Context: an optimization exercise on an open-source flow, tuned for small area, a short achievable clock period and few clock cycles per item. The choices shown serve that exercise and are no tape-out recipe.
Where RTL was checked, it was by simulation tests only, not by an equivalence proof against the original.

## run A
==> flow/design.v (excerpt) <==
module Rsa256Wrapper (
    input         avm_rst,
    input         avm_clk,
    output  [4:0] avm_address,
    output        avm_read,
    input  [31:0] avm_readdata,
    output        avm_write,
    output [31:0] avm_writedata,
    input         avm_waitrequest
);
Size in the first run: roughly 26000 cells after synthesis, about 74 I/O pins, roughly 270000 sq um of cells after synthesis.
==> flow/config.mk <==
export PLATFORM = sky130hd
export DESIGN_NAME = Rsa256Wrapper
export DESIGN_NICKNAME = Rsa256Wrapper
export VERILOG_FILES = /design/flow/design.v
export SDC_FILE = /design/flow/constraint.sdc
export NUM_CORES = 8
export LEC_CHECK = 0
export CAP_MARGIN = 20
export CORE_MARGIN = 2
export CORE_UTILIZATION = 40
export SETUP_SLACK_MARGIN = 1.0
export SLEW_MARGIN = 45
export SYNTH_HIERARCHICAL = 1
==> flow/constraint.sdc <==
create_clock -name core_clock -period 22.0 [get_ports {avm_clk}]
set_input_delay 4.4000 -clock core_clock [delete_from_list [all_inputs] [get_ports {avm_clk}]]
set_output_delay 4.4000 -clock core_clock [all_outputs]
set_load 0.01 [all_outputs]
standard.sh (not shown) runs the stock make flow with config.mk's settings and CLKGATE_MAP_FILE= SYNTH_SCRIPT=/design/flow/synth_recipe.tcl, a recipe that flattens the netlist after the stock synthesis.
==> flow/flow/run.sh <==
#!/bin/bash
# Standard synthesis, then the standard ORFS layout steps with repair_timing
# aiming at a shorter period than the constraint (which stays as it is), and
# port buffers of a plain buffer cell.
set -euo pipefail
MARGIN=16.1
bash standard.sh synth > synth.log 2>&1
bash standard.sh SETUP_SLACK_MARGIN=$MARGIN SKIP_BUFFER_REMOVAL=1 \
    "BUFFER_PORTS_ARGS=-inputs -outputs -buffer_cell sky130_fd_sc_hd__buf_4" \
    floorplan place cts route finish > layout.log 2>&1
Testbench counts of run A, summed over its fixed seeds: cycles 250,615, items 24.
Edits applied to the flow inputs when going from run A to run B:
--- a/flow/design.v
+++ b/flow/design.v
@@ -341,25 +341,25 @@
 KsAdd #(.W(WP)) add (.a(s), .b(c), .ci(1'b0), .s(p), .co());
 endmodule
 module Rsa256Wrapper (
     input         avm_rst,
     input         avm_clk,
     output  [4:0] avm_address,
     output        avm_read,
     input  [31:0] avm_readdata,
     output        avm_write,
     output [31:0] avm_writedata,
     input         avm_waitrequest
 );
-localparam R  = 10;                           
+localparam R  = 12;                           
 localparam NT = 256 + R;                     
 localparam WB = NT + 1;                      
 localparam WS = NT + 2;                      
 localparam M  = (WS + R - 1) / R;            
 localparam K  = R * M;                       
 localparam RX_BASE     = 5'd0;
 localparam TX_BASE     = 5'd4;
 localparam STATUS_BASE = 5'd8;
 localparam S_RXS   = 0;    
 localparam S_RXD   = 1;    
 localparam S_WAIT  = 2;    
 localparam S_NT0   = 3;    
==> results.txt <==
Taking run A as 1.0, run B lands at 1.15 on layout net count.
More vias were needed by run B than by run A.
Run B vs run A on register-to-register setup slack: run B is the lower one.
Run B: proportion of cell area spent on the clock network is 0.34 points lower than what run A reported.
In the reports for run B and run A, the smaller synthesized netlist cell count belongs to run A.
Looking at capture point of the worst path, the pa[23] result is from run B; the avm_writedata[0] one comes from run A.
When run B is set beside run A, its final worst clock skew turns out to be 0.0063 ns larger.
Routed wire length: run B > run A
Wire length of the first global-routing pass of run B exceeds that of run A by more than 10%.
Number of search-and-repair iterations in the first detailed-routing pass is lower on run B
Looking at maximum number of pins on one net before global-route repair across run B and run A, the one that comes out higher is run A.
Against run A, run B reports a design area that is higher.
No functional check of the RTL was part of run B.

Setup of north:
Rsa256Wrapper, a different RTL version from the one above (not shown whole).
For scale: about 0.21 mm² of cells after synthesis.
Design Rsa256Wrapper, start of the top module:
module Rsa256Wrapper (
    input         avm_rst,
    input         avm_clk,
    output  [4:0] avm_address,
    output        avm_read,
    input  [31:0] avm_readdata,
    output        avm_write,
    output [31:0] avm_writedata,
    input         avm_waitrequest
);
localparam R  = 8;                           
localparam NT = 256 + R;                     
localparam WB = NT + 1;                      
localparam WS = NT + 2;                      
localparam M  = (WS + R - 1) / R;            
localparam K  = R * M;                       
localparam RX_BASE     = 5'd0;
localparam TX_BASE     = 5'd4;
localparam STATUS_BASE = 5'd8;
localparam S_RXS   = 0;    
localparam S_RXD   = 1;    
localparam S_WAIT  = 2;    
localparam S_NT0   = 3;    
localparam S_NTA   = 4;    
localparam S_NTB   = 5;    
localparam S_DBLA  = 6;    
localparam S_DBLB  = 7;    
localparam S_SCAN  = 8;    
localparam S_MONT  = 9;    
localparam S_CONV  = 10;   
localparam S_FINAL = 11;   
  ...
==> flow/config.mk <==
export PLATFORM = sky130hd
export DESIGN_NAME = Rsa256Wrapper
export DESIGN_NICKNAME = Rsa256Wrapper
export VERILOG_FILES = /design/flow/design.v
export SDC_FILE = /design/flow/constraint.sdc
export NUM_CORES = 8
export LEC_CHECK = 0
export CAP_MARGIN = 20
export CORE_MARGIN = 2
export CORE_UTILIZATION = 40
export SETUP_SLACK_MARGIN = 1.0
export SLEW_MARGIN = 20
export SYNTH_HIERARCHICAL = 1
==> flow/constraint.sdc <==
create_clock -name core_clock -period 22.0 [get_ports {avm_clk}]
set_input_delay 4.4000 -clock core_clock [delete_from_list [all_inputs] [get_ports {avm_clk}]]
set_output_delay 4.4000 -clock core_clock [all_outputs]
set_load 0.01 [all_outputs]
==> flow/flow/run.sh <==
#!/bin/bash
# Standard synthesis, then the standard ORFS layout steps with repair_timing
# aiming at a shorter period than the constraint (which stays as it is).
set -euo pipefail
MARGIN=16
bash standard.sh synth > synth.log 2>&1
bash standard.sh SETUP_SLACK_MARGIN=$MARGIN SKIP_BUFFER_REMOVAL=1 floorplan place cts route finish > layout.log 2>&1
north reached the final stage; the timing, design-rule and antenna checks on its layout passed.
[inputs] south vs north
--- a/flow/design.v
+++ b/flow/design.v
@@ -186,23 +186,23 @@
 endmodule
 module Rsa256Wrapper (
     input         avm_rst,
     input         avm_clk,
     output  [4:0] avm_address,
     output        avm_read,
     input  [31:0] avm_readdata,
     output        avm_write,
     output [31:0] avm_writedata,
     input         avm_waitrequest
 );
-localparam R  = 8;                           
+localparam R  = 6;                           
 localparam NT = 256 + R;                     
 localparam WB = NT + 1;                      
 localparam WS = NT + 2;                      
 localparam M  = (WS + R - 1) / R;            
 localparam K  = R * M;                       
 localparam RX_BASE     = 5'd0;
 localparam TX_BASE     = 5'd4;
 localparam STATUS_BASE = 5'd8;
 localparam S_RXS   = 0;    
 localparam S_RXD   = 1;    
 localparam S_WAIT  = 2;    
--- outcome ---
- For total met3 wirelength after detailed routing, dividing the value from north by the value from south gives 1.6.
- The lower arrival time of the worst setup path came out of south.
- Taking north as the reference, in south number of non-filler instances in the completed layout decreased 3906, worst slack at placement increased 1.36 ns, first-pass GRT wire length decreased 19%, total wire length after detailed routing decreased about 23%.
- Higher worst setup slack goes to south over north.
- Delta (south minus north): design area went down, worst slew margin relative to its limit up 1.3 points.
- south vs. north: number of vias in the routed layout went down by 17%.
Function was not checked in any run of this note: the RTL went through the layout flow alone.

## port drivers added, routing unchanged
How much do the figures lean on ideal ports? The routed layouts below were timed once more, with nothing changed but the port constraints. Step 1: set_driving_cell puts a clkbuf_16 on avm_clk and a buf_2 on each other input, an assumption about the parent block. Step 2 moves the port delays by t, midway between the first and last clock arrival at a register: inputs arrive t later, outputs are due t later. That takes back most of the time a late clock gives input paths. Slacks: no drivers / after step 1 / after step 2; pairs: no drivers / after step 1.
| run | t (ns) | setup slack, ns | worst slew at a driven data input, ns | cell pins on the clock port's net |
|---|---|---|---|---|
| run A | 1.155 | 16.038 / 15.886 / 15.334 | 0.30 | 1 |
| run B | 1.149 | 15.815 / 15.771 / 15.593 | 0.33 | 1 |
| north | 1.082 | 15.706 / 15.706 / 14.904 | 0.18 | 1 |
| south | 1.093 | 16.010 / 15.912 / 14.991 | 0.26 | 1 |
After both steps every run listed still meets setup and hold. For south, which loses most, drivers alone change the setup slack by -0.098 ns; drivers and shift together by -1.019 ns.
